This is an optimization exercise on Yosys and OpenROAD, whose aim is small area and a short achievable clock period, not a production implementation. Function not checked in this run: the RTL went through the layout flow alone.

`design.v`:
```
module n_bit_pipo #(
    parameter N = 8
) (
    input clk, clr_n, load,
    input [N-1:0] d,
    output reg [N-1:0] q
);
    always @(posedge clk or negedge clr_n) begin
        if(!clr_n)
            q <= 'b0;
        else if(load)
            q <= d;
        else
            q <= q;
    end
endmodule
module n_bit_adder 
#(
    parameter N = 8
) 
(
    input[N-1:0] a,b,
    input cin,
    output reg [N-1:0] sum,
    output reg cout
);
    always @(a or b or cin) begin
        {cout,sum} = a + b + cin;
    end
endmodule
module n_bit_array_mul 
#(
    parameter N = 32
)
(
    input[N-1:0] data_in,
    input clk, clr_n, load_a, load_b,
    output [2*N-1:0] product,
    output done
);
    wire[N-1:0] a,b;
    n_bit_pipo #(.N(N))  pipo_a (.clk(clk), .clr_n(clr_n), .load(load_a), .d(data_in), .q(a)),
                pipo_b(.clk(clk), .clr_n(clr_n), .load(load_b), .d(data_in), .q(b));
    assign done = 1'b1;
    wire[(N+1)*N-1:0] partial_prod;
    wire[2*N-1:0] product_d;
    n_bit_pipo #(.N(2*N))  pipo_out(.clk(clk), .clr_n(clr_n), .load(done), .d(product_d), .q(product));
    function [N-1:0] f_partial_product(input[N-1:0] a, input b);
        f_partial_product = b?a:{N{1'b0}};
    endfunction
    assign partial_prod[N:0] = {1'b0, f_partial_product(a, b[0])};
    assign product_d[0] = partial_prod[0];
    genvar gi;
    generate
        for (gi = 1; gi < N; gi = gi + 1) begin : gen_partial_prod
            n_bit_adder #(.N(N)) row_adder (
                .a(f_partial_product(a, b[gi])),
                .b(partial_prod[(N+1)*gi-1:(N+1)*(gi-1)+1]),
                .cin(1'b0),
                .sum(partial_prod[(N+1)*gi+N-1:(N+1)*gi]),
                .cout(partial_prod[(N+1)*gi+N])
            );
            assign product_d[gi] = partial_prod[(N+1)*gi];
        end
    endgenerate
    assign product_d[2*N-1:N] = partial_prod[(N+1)*N-1:(N+1)*(N-1)+1];
endmodule
```
`run.sh`:
```
#!/bin/bash
# synth_recipe.tcl (not shown) runs the flow's synth.tcl, then flattens the netlist and writes it again
# the make line also repeats each setting of config.mk as NAME=value (left out here)
make -C /OpenROAD-flow-scripts/flow DESIGN_CONFIG=/design/flow/config.mk WORK_HOME=/design/flow/orfs CLKGATE_MAP_FILE= SYNTH_SCRIPT=/design/flow/synth_recipe.tcl finish
```
`config.mk`:
```
export PLATFORM = sky130hd
export DESIGN_NAME = n_bit_array_mul
export DESIGN_NICKNAME = n_bit_array_mul
export VERILOG_FILES = /design/flow/design.v
export SDC_FILE = /design/flow/constraint.sdc
export NUM_CORES = 4
export LEC_CHECK = 0
export CAP_MARGIN = 20
export CORE_MARGIN = 2
export CORE_UTILIZATION = 40
export SLEW_MARGIN = 20
```
`constraint.sdc`:
```
create_clock -name core_clock -period 38.0 [get_ports {clk}]
set_input_delay 7.6000 -clock core_clock [delete_from_list [all_inputs] [get_ports {clk}]]
set_output_delay 7.6000 -clock core_clock [all_outputs]
set_load 0.01 [all_outputs]
```
==> run notes <==
-- stage by stage --
step	util (%)	cell area, sq um
2_1_floorplan	-	55900
5_1_grt	44.3	61600
4_1_cts	42.8	59600
3_5_place_dp	42.4	59000
3_3_place_gp	42.4	59000
6_report	44.3	61600
-- cells by family (layout without fill, tap and decap cells) --
| group | count (synthesis) | count (layout) | synth area share, % |
|---|---|---|---|
| AOI/OAI and AO/OA | 2401 | 2401 | 27.8 |
| adders and majority gates | 1022 | 1022 | 23.3 |
| other | 1 | 4 | 0.00671 |
| DFF | 128 | 128 | 5.73 |
| buffers and inverters | 536 | 629 | 3.61 |
| and+or+nand+nor | 2553 | 2553 | 24.7 |
| xor gates and xnor gates | 865 | 865 | 13.6 |
| muxes | 66 | 66 | 1.33 |
-- final timing paths --
path / from / to / slack (ns) / cells after the start
setup / recovery: pipo_a.q[4] / pipo_out.q[60] / 1.84 / 178
hold / removal: pipo_b.q[5] / pipo_b.q[5] / 0.51 / 1
setup reg to reg: pipo_a.q[4] / pipo_out.q[60] / 1.84 / 178
hold reg to reg: pipo_b.q[5] / pipo_b.q[5] / 0.51 / 1
max in group asynchronous: clr_n / pipo_a.q[2] / 29.20 / 3
min in group asynchronous: clr_n / pipo_out.q[61] / 7.00 / 1
-- critical path, delay by kind of cell (launching register included) --
| kind | cells | cell delay, ns |
|---|---|---|
| compound gates | 68 | 12.69 |
| fa+ha+maj | 31 | 10.20 |
| simple gates | 46 | 7.65 |
| xor+xnor | 27 | 4.00 |
| buf+inv | 5 | 0.61 |
| flops | 1 | 0.54 |
| mux | 1 | 0.35 |
-- flip-flops by register name (all words and copies together), names as in the netlist --
register / count
pipo_a.q: 32
pipo_out.q: 64
pipo_b.q: 32
-- per-layer routing --
| metal | GRT usage (%) | vias up | share of wire [%] |
|---|---|---|---|
| met2 | 36.6 | 936 | 45 |
| li1 | - | 27317 | - |
| met1 | 30.6 | 25375 | 49 |
| met4 | 5.19 | 0 | 2.3 |
| met3 | 1.97 | 196 | 3.4 |
| met5 | 0 | - | 0 |
-- area by class of cell --
class / instances / area (sq um) / share of cell area, %
Sequential cell: 128 / 3210 / 5.21
Inverter: 305 / 1140 / 1.86
Multi-Input combinational cell: 6908 / 51900 / 84.3
Timing Repair Buffer: 292 / 2430 / 3.94
Tap cell: 1876 / 2350 / 3.81
Clock inverter: 14 / 118 / 0.191
Clock buffer: 18 / 429 / 0.697
Antenna cell: 3 / 7.51 / 0.0122
-- cells in the mapped netlist (11+ instances only) --
master,instances
sky130_fd_sc_hd__mux2_2,65
sky130_fd_sc_hd__nand4_1,65
sky130_fd_sc_hd__ha_1,991
sky130_fd_sc_hd__a211o_1,25
sky130_fd_sc_hd__a211oi_1,63
sky130_fd_sc_hd__nand3_1,129
sky130_fd_sc_hd__fa_1,31
sky130_fd_sc_hd__o31ai_1,38
sky130_fd_sc_hd__o21bai_1,108
sky130_fd_sc_hd__inv_1,305
sky130_fd_sc_hd__a21o_1,489
sky130_fd_sc_hd__o211ai_1,39
sky130_fd_sc_hd__a41o_1,13
sky130_fd_sc_hd__o21a_1,132
sky130_fd_sc_hd__or2_2,21
sky130_fd_sc_hd__nor4_1,12
sky130_fd_sc_hd__a311oi_1,17
sky130_fd_sc_hd__a221o_1,17
sky130_fd_sc_hd__o31a_1,18
sky130_fd_sc_hd__and4_1,26
sky130_fd_sc_hd__a31o_2,24
sky130_fd_sc_hd__a21boi_0,28
sky130_fd_sc_hd__and2_1,1023
sky130_fd_sc_hd__nand2_1,367
sky130_fd_sc_hd__a31oi_1,83
sky130_fd_sc_hd__o2111ai_1,14
sky130_fd_sc_hd__o21ai_0,338
sky130_fd_sc_hd__nor2_1,436
sky130_fd_sc_hd__nor3_1,85
sky130_fd_sc_hd__a41oi_1,17
sky130_fd_sc_hd__clkbuf_1,223
sky130_fd_sc_hd__o21ai_1,49
sky130_fd_sc_hd__and3_1,74
sky130_fd_sc_hd__dfrtp_1,128
sky130_fd_sc_hd__nor3b_1,11
sky130_fd_sc_hd__xor2_1,241
sky130_fd_sc_hd__nand2b_1,121
sky130_fd_sc_hd__xnor2_1,624
sky130_fd_sc_hd__nor2b_1,126
sky130_fd_sc_hd__a21oi_1,766
sky130_fd_sc_hd__a221oi_1,14
sky130_fd_sc_hd__or3_1,30
-- repair_timing --
action	4_1_cts	5_1_grt
buffers inserted	0	103
endpoints found under the hold margin	0	0
setup endpoints to repair	6	17
gates resized for setup	7	311
pin swaps	0	124
==> impl_metrics.toml <==
[logic_synthesis]
yosysWarningCount = 4
cell_area_synth_sq_um = 55900
ys_async_sr_fraction_pct = 100
post-synth-top-area-fraction_pct = 22.2
synth_enable_flop_cells = 0
avgSynthCellArea_sq_um = 7.38
largest_area_contributor_in_the_netlist = "sky130_fd_sc_hd__ha_1"
synth.distinct_cells = 85
seq_area_frac_synth_pct = 5.73
synth_cells = 7572
syn-num-nets = 8630
synth-main-ff-cell = "sky130_fd_sc_hd__dfrtp_1"
synth_area_leaders = "sky130_fd_sc_hd__ha_1, sky130_fd_sc_hd__and2_1, sky130_fd_sc_hd__xnor2_1"
number_of_storage_elements_in_the_synthesis_netlist = 128

[cts]
tritoncts = "done"
clock_path_buffers = 2
clk-insertion-delay-late_ns = 0.55
root_buffer = "sky130_fd_sc_hd__clkbuf_16"
clock_sinks = 128
cts_max_level = 4
clkSlewWorstSetupHoldPaths_ns = 0.07
cts_buffers = 17
ctsHoldBuffers = 0

[sta]
layout_setup_ws_ns = 1.84
final.min_clock_period_ns = 36.16
fmaxAchievable_mhz = 27.7
finalHoldWorstSlack_ns = 0.510
setup_tns_ns = 0
setup_violations = 0
layout_worst_path_cycle_share_pct = 95.1
skew_final_ns = 0.0258
slew_headroom_pct = 30.6
finalHoldViolations = 0
final-max-slew-violation-count = 0
worst_tran_pin_value_ns = 1.04

[detailed_routing]
drtPass1Iterations = 6
route.final.wire_length_mm = 163
detail_route.drc_violations = 0
route.antenna.remaining_nets = 0
drt-initial-drc-count = 3065
num_vias = 53824
via_per_inst = 5.64
avg_wl_per_cell_um = 17.0

[finish]
stdcell_count = 9544
drive_gt1_share_pct = 8.05
nets = 8710
layout_commonest_cell = "sky130_fd_sc_hd__and2_1"
nFillCells = 14453
final_cell_mix = "sky130_fd_sc_hd__and2_1, sky130_fd_sc_hd__ha_1, sky130_fd_sc_hd__a21oi_1"
layout-area-overhead-vs-synth_pct = 10.2

[place]
buffer_ports.inserted = 99
gp_congestion = 0.887
post-dp-hpwl_mm = 127
placed_cells = 9406
place_ws_ns = -0.312

[critical_path]
crit_path_max_fanout = 10
crit_path_top_delay_cell = "sky130_fd_sc_hd__dfrtp_2"
crit_arrival_ns = 36.61
worst_ep_required_time_ns = 38.46
crit_path_max_incr_delay_ns = 0.54
crit_path_end_kind = "register"
type_of_origin_of_the_critical_path = "register"
crit_path_frequent_cell = "sky130_fd_sc_hd__ha_1"
setup.worst_path.class = "reg2reg"

[job]
max-cap-violations = 0

[global_route]
grt_pass1_vias = 50481
wire_length_of_the_first_global_routing_pass_mm = 260
grt_antenna_before_repair = 8
overflow = 0
grt_start_max_net_pins = 48
track_usage_pct = 22.0

[status]
status = "timing/DRC/antenna clean"

[floorplanning]
design.core.area_sq_um = 139000
die_h_um = 378
design.die.area_sq_um = 143000
fp-row-count = 137
boundaryPins = 101
die_width_um = 378
start_util_pct = 40.2

[hold_path]
min_path_type = "reg2reg"

what the ideal ports hide:
How much do the figures lean on ideal ports? The routed layout below was timed once more, with nothing changed but the port constraints. Step 1, drivers: a clkbuf_16 drives clk and a buf_2 each remaining input, both assumed. Step 2 adds t to the input delays and takes it off the output delays; t is the mean of the earliest and latest rising clock arrival at the registers after step 1. Input paths then give back, and output paths get back, about the clock's delay inside the block. a / b / c = no drivers / after step 1 / after step 2; a / b = the first two.
t, ns: 0.615
setup WS [ns]: 1.843 / 1.843 / 1.843
cell pins on the clock port's net: 1
After both steps this run still meets setup and hold. The setup slack of this run moves by 0.000 ns with the drivers and by 0.000 ns with both steps.
